From an optimization exercise on the open Yosys and OpenROAD flow, aimed at small area and a short achievable clock period; shortcuts taken in it are not production practice.
The flow treats the clock pin as an ideal source, which a real chip does not have.

v3:
==> flow/design.v <==
module fir_cpa #(parameter N = 18) (
    input wire [N-1:0] a,
    input wire [N-1:0] b,
    output wire [N-1:0] s
);
    localparam integer M = (N + 1) / 2;                  
    localparam integer TOP = (M > 1) ? (1 << ($clog2(M) - 1)) : 1;
    reg [N-1:0] g, p;
    reg [M-1:0] pg, pp;   
    reg [N:0] c;          
    integer d, i, k;
    always @(*) begin
        g = a & b;
        p = a ^ b;
        for (k = 0; k < M; k = k + 1)
            if (2 * k + 1 < N) begin
                pg[k] = g[2*k+1] | (p[2*k+1] & g[2*k]);
                pp[k] = p[2*k+1] & p[2*k];
            end else begin
                pg[k] = g[2*k];
                pp[k] = p[2*k];
            end
        for (d = 1; d < M; d = d * 2)
            for (k = 2 * d - 1; k < M; k = k + 2 * d) begin
                pg[k] = pg[k] | (pp[k] & pg[k-d]);
                pp[k] = pp[k] & pp[k-d];
            end
        for (d = TOP; d >= 1; d = d / 2)
            for (k = 3 * d - 1; k < M; k = k + 2 * d) begin
                pg[k] = pg[k] | (pp[k] & pg[k-d]);
                pp[k] = pp[k] & pp[k-d];
            end
        c = {(N+1){1'b0}};
        c[1] = g[0];
        for (k = 0; 2 * k + 2 <= N; k = k + 1)
            c[2*k+2] = pg[k];
        for (i = 2; i < N; i = i + 2)
            c[i+1] = g[i] | (p[i] & (g[i-1] | (p[i-1] & g[i-2])))
                   | (p[i] & p[i-1] & p[i-2] & c[i-2]);
    end
    assign s = p ^ c[N-1:0];
endmodule
module fir_filter_top #(
    parameter WIDTH = 16,
    parameter TAPS = 8,
    parameter COEFF_SUM = 20
) (
    input wire clk,
    input wire rst,
    input wire signed [WIDTH-1:0] x_in,
    output wire signed [WIDTH+3:0] y_out_raw,
    output wire signed [WIDTH+3:0] y_out
);
    function [5:0] dstep(input [4:0] r, input b);
        begin
            dstep[5] = r[3] | r[4] | (r[2] & b);
            dstep[0] = b ? r[2] : r[0];
            dstep[1] = b ? r[0] : r[3];
            dstep[2] = b ? r[3] : r[1];
            dstep[3] = b ? r[1] : r[4];
            dstep[4] = b ? r[4] : r[2];
        end
    endfunction
    reg signed [15:0] xh [0:2];    
    reg signed [17:0] t;           
    reg signed [17:0] bh [0:4];    
    reg [17:0] bn5;                
    wire [17:0] tx0 = {{2{xh[0][15]}}, xh[0]};
    wire [17:0] tx1 = {{2{xh[1][15]}}, xh[1]};
    wire [17:0] tx2 = {{2{xh[2][15]}}, xh[2]};
    wire [17:0] ta_s = tx0 ^ tx1 ^ tx2;
    wire [17:0] ta_c = (tx0 & tx1) | (tx0 & tx2) | (tx1 & tx2);
    wire [17:0] tsum, bsum;
    fir_cpa #(.N(18)) t_add (.a(ta_s), .b({ta_c[16:0], 1'b0}), .s(tsum));
    fir_cpa #(.N(18)) b_add (.a(tx0), .b(t), .s(bsum));
    integer i;
    always @(posedge clk or posedge rst) begin
        if (rst) begin
            for (i = 0; i < 3; i = i + 1) xh[i] <= 16'sd0;
            t <= 18'd0;
            for (i = 0; i < 5; i = i + 1) bh[i] <= 18'd0;
            bn5 <= {18{1'b1}};
        end else begin
            xh[0] <= x_in;
            for (i = 1; i < 3; i = i + 1) xh[i] <= xh[i-1];
            t <= tsum;
            bh[0] <= bsum;
            for (i = 1; i < 5; i = i + 1) bh[i] <= bh[i-1];
            bn5 <= ~bh[4];
        end
    end
    reg signed [19:0] s2, s1, yraw;
    wire [19:0] sa_x = s2;
    wire [19:0] sa_y = {{2{bh[0][17]}}, bh[0]};
    wire [19:0] sa_z = {{2{bn5[17]}}, bn5};
    wire [19:0] sa_s = sa_x ^ sa_y ^ sa_z;
    wire [19:0] sa_c = (sa_x & sa_y) | (sa_x & sa_z) | (sa_y & sa_z);
    wire [19:0] snext;
    fir_cpa #(.N(20)) s_add (.a(sa_s), .b({sa_c[18:0], 1'b1}), .s(snext));
    always @(posedge clk or posedge rst) begin
        if (rst) begin
            s2 <= 20'sd0;
            s1 <= 20'sd0;
            yraw <= 20'sd0;
        end else begin
            s2 <= snext;
            s1 <= s2;
            yraw <= s1;
        end
    end
    localparam SPLIT = 8;
    reg [4:0] ra [0:SPLIT];
    reg [SPLIT-1:0] qa;
    reg [5:0] ta;
    integer ka;
    always @(*) begin
        case (s2[19:18])
            2'b00:   ra[0] = 5'b00001;   
            2'b01:   ra[0] = 5'b00010;   
            2'b10:   ra[0] = 5'b01000;   
            default: ra[0] = 5'b10000;   
        endcase
        for (ka = 0; ka < SPLIT; ka = ka + 1) begin
            ta = dstep(ra[ka], s2[17-ka]);
            qa[SPLIT-1-ka] = ta[5];
            ra[ka+1] = ta[4:0];
        end
    end
    reg [SPLIT-1:0] qh;
    reg [4:0] rh;
    always @(posedge clk or posedge rst) begin
        if (rst) begin
            qh <= {SPLIT{1'b0}};
            rh <= 5'b00001;
        end else begin
            qh <= qa;
            rh <= ra[SPLIT];
        end
    end
    reg [4:0] rb [SPLIT:16];
    reg [15-SPLIT:0] qb;
    reg [5:0] tb;
    integer kb;
    always @(*) begin
        rb[SPLIT] = rh;
        for (kb = SPLIT; kb < 16; kb = kb + 1) begin
            tb = dstep(rb[kb], s1[17-kb]);
            qb[15-kb] = tb[5];
            rb[kb+1] = tb[4:0];
        end
    end
    wire inc = s1[19] & ((|s1[1:0]) | ~rb[16][0]);
    wire [15:0] fq = {qh, qb};
    wire [3:0] nib_ones = {&fq[15:12], &fq[11:8], &fq[7:4], &fq[3:0]};
    wire [3:0] nib_c = {inc & nib_ones[0] & nib_ones[1] & nib_ones[2],
                        inc & nib_ones[0] & nib_ones[1], inc & nib_ones[0], inc};
    wire [15:0] cy;
    assign cy[0] = nib_c[0];
    assign cy[1] = nib_c[0] & fq[0];
    assign cy[2] = nib_c[0] & fq[0] & fq[1];
    assign cy[3] = nib_c[0] & fq[0] & fq[1] & fq[2];
    assign cy[4] = nib_c[1];
    assign cy[5] = nib_c[1] & fq[4];
    assign cy[6] = nib_c[1] & fq[4] & fq[5];
    assign cy[7] = nib_c[1] & fq[4] & fq[5] & fq[6];
    assign cy[8] = nib_c[2];
    assign cy[9] = nib_c[2] & fq[8];
    assign cy[10] = nib_c[2] & fq[8] & fq[9];
    assign cy[11] = nib_c[2] & fq[8] & fq[9] & fq[10];
    assign cy[12] = nib_c[3];
    assign cy[13] = nib_c[3] & fq[12];
    assign cy[14] = nib_c[3] & fq[12] & fq[13];
    assign cy[15] = nib_c[3] & fq[12] & fq[13] & fq[14];
    wire [15:0] q = fq ^ cy;
    reg [15:0] ydiv;
    always @(posedge clk or posedge rst) begin
        if (rst) ydiv <= 16'd0;
        else     ydiv <= q;
    end
    assign y_out_raw = yraw;
    assign y_out = {{4{ydiv[15]}}, ydiv};
endmodule
==> flow/config.mk <==
export PLATFORM = sky130hd
export DESIGN_NAME = fir_filter_top
export DESIGN_NICKNAME = fir_filter_top
export VERILOG_FILES = /design/flow/design.v
export SDC_FILE = /design/flow/constraint.sdc
export NUM_CORES = 4
export LEC_CHECK = 0
export ABC_AREA = 1
export CAP_MARGIN = 20
export CORE_MARGIN = 2
export CORE_UTILIZATION = 40
export SLEW_MARGIN = 20
==> flow/constraint.sdc <==
create_clock -name core_clock -period 10.0 [get_ports {clk}]
set_input_delay 2.0000 -clock core_clock [delete_from_list [all_inputs] [get_ports {clk}]]
set_output_delay 2.0000 -clock core_clock [all_outputs]
set_load 0.01 [all_outputs]
standard.sh (not shown) runs the stock make flow with config.mk's settings and CLKGATE_MAP_FILE= SYNTH_SCRIPT=/design/flow/synth_recipe.tcl, a recipe that flattens the netlist after the stock synthesis.
==> flow/flow/run.sh <==
#!/bin/bash
# The standard layout flow, with small port buffers, a clock tree built
# from one buffer type without dummy loads, and after CTS a setup repair that
# aims for a 3.05 ns period (the SDC keeps the design's 10 ns clock).
set -euo pipefail
bash standard.sh \
  "BUFFER_PORTS_ARGS=-buffer_cell sky130_fd_sc_hd__buf_1" \
  "CTS_ARGS=-sink_clustering_enable -repair_clock_nets -buf_list sky130_fd_sc_hd__clkbuf_8 -root_buf sky130_fd_sc_hd__clkbuf_16 -sink_clustering_size 19 -sink_clustering_max_diameter 60 -dont_use_dummy_load" \
  "POST_CTS_TCL=$PWD/flow/post_cts.tcl" \
  finish > standard.log 2>&1
==> flow/flow/post_cts.tcl <==
estimate_parasitics -placement
repair_timing -setup -setup_margin 7.0 -repair_tns 100
detailed_placement
For v34, these inputs were changed with respect to v3:
--- a/flow/design.v
+++ b/flow/design.v
@@ -4,7 +4,7 @@
     output wire [N-1:0] s
 );
     localparam integer M = (N + 1) / 2;                  
-    localparam integer TOP = (M > 1) ? (1 << ($clog2(M) - 1)) : 1;
+    localparam integer TOP = (M > 16) ? 16 : (M > 8) ? 8 : (M > 4) ? 4 : (M > 2) ? 2 : 1;   
     reg [N-1:0] g, p;
     reg [M-1:0] pg, pp;   
     reg [N:0] c;          
@@ -61,29 +61,28 @@
             dstep[4] = b ? r[4] : r[2];
         end
     endfunction
-    reg signed [15:0] xh [0:2];    
-    reg signed [17:0] t;           
+    reg signed [15:0] xh [0:3];    
+    reg [15:0] xn4;                
     reg signed [17:0] bh [0:4];    
     reg [17:0] bn5;                
-    wire [17:0] tx0 = {{2{xh[0][15]}}, xh[0]};
-    wire [17:0] tx1 = {{2{xh[1][15]}}, xh[1]};
-    wire [17:0] tx2 = {{2{xh[2][15]}}, xh[2]};
-    wire [17:0] ta_s = tx0 ^ tx1 ^ tx2;
-    wire [17:0] ta_c = (tx0 & tx1) | (tx0 & tx2) | (tx1 & tx2);
-    wire [17:0] tsum, bsum;
-    fir_cpa #(.N(18)) t_add (.a(ta_s), .b({ta_c[16:0], 1'b0}), .s(tsum));
-    fir_cpa #(.N(18)) b_add (.a(tx0), .b(t), .s(bsum));
+    wire [17:0] ba_x = bh[0];
+    wire [17:0] ba_y = {{2{xh[0][15]}}, xh[0]};
+    wire [17:0] ba_z = {{2{xn4[15]}}, xn4};
+    wire [17:0] ba_s = ba_x ^ ba_y ^ ba_z;
+    wire [17:0] ba_c = (ba_x & ba_y) | (ba_x & ba_z) | (ba_y & ba_z);
+    wire [17:0] bsum;
+    fir_cpa #(.N(18)) b_add (.a(ba_s), .b({ba_c[16:0], 1'b1}), .s(bsum));
     integer i;
     always @(posedge clk or posedge rst) begin
         if (rst) begin
-            for (i = 0; i < 3; i = i + 1) xh[i] <= 16'sd0;
-            t <= 18'd0;
+            for (i = 0; i < 4; i = i + 1) xh[i] <= 16'sd0;
+            xn4 <= {16{1'b1}};
             for (i = 0; i < 5; i = i + 1) bh[i] <= 18'd0;
             bn5 <= {18{1'b1}};
         end else begin
             xh[0] <= x_in;
-            for (i = 1; i < 3; i = i + 1) xh[i] <= xh[i-1];
-            t <= tsum;
+            for (i = 1; i < 4; i = i + 1) xh[i] <= xh[i-1];
+            xn4 <= ~xh[3];
             bh[0] <= bsum;
             for (i = 1; i < 5; i = i + 1) bh[i] <= bh[i-1];
             bn5 <= ~bh[4];
For the height of the chip, v34 came in 0.39% lower than v3 did. v34 vs. v3: routed length on met3 went up by 240 um. met1 usage was higher in the run labelled v3. Going from v3 to v34, layout clock buffer count went down about 4.5%, post-synthesis register bit count went up 14, final critical-path required period went up 0.023 ns, least setup slack across all paths after layout went down 0.023 ns, number of nets in the layout went down 5.7%. Across both runs, setup slack of the worst register-to-register path was lower for v34 than for v3. From v3 to v34 the numbers moved as follows: overall die area now sits lower; area overhead of the layout relative to synthesis now sits at about the same level.
No functional check of the RTL was part of any run of this note.

-- separate check: timing with driven ports --
Ports are ideal in the flow. The routed layouts listed here were re-timed in OpenROAD. Step 1, drivers: a clkbuf_16 drives clk and a buf_2 each remaining input, both assumed. Step 2 times the ports against the registers' clock, not the clock port: input delays grow and output delays shrink by t, the midpoint of the rising clock arrivals with the driver on. Three values: no drivers, after step 1, after step 2; two values: the first two.
run	shift t [ns]	setup WS [ns]	pins driven straight from the clock port
v3	0.514	6.989 / 6.947 / 6.584	1
v34	0.512	6.966 / 6.925 / 6.631	1
After both steps every run listed still meets setup and hold. The setup slack of v3, which loses most, moves by -0.042 ns with the drivers and by -0.405 ns with both steps. The worst setup slack also covers recovery checks on asynchronous resets.
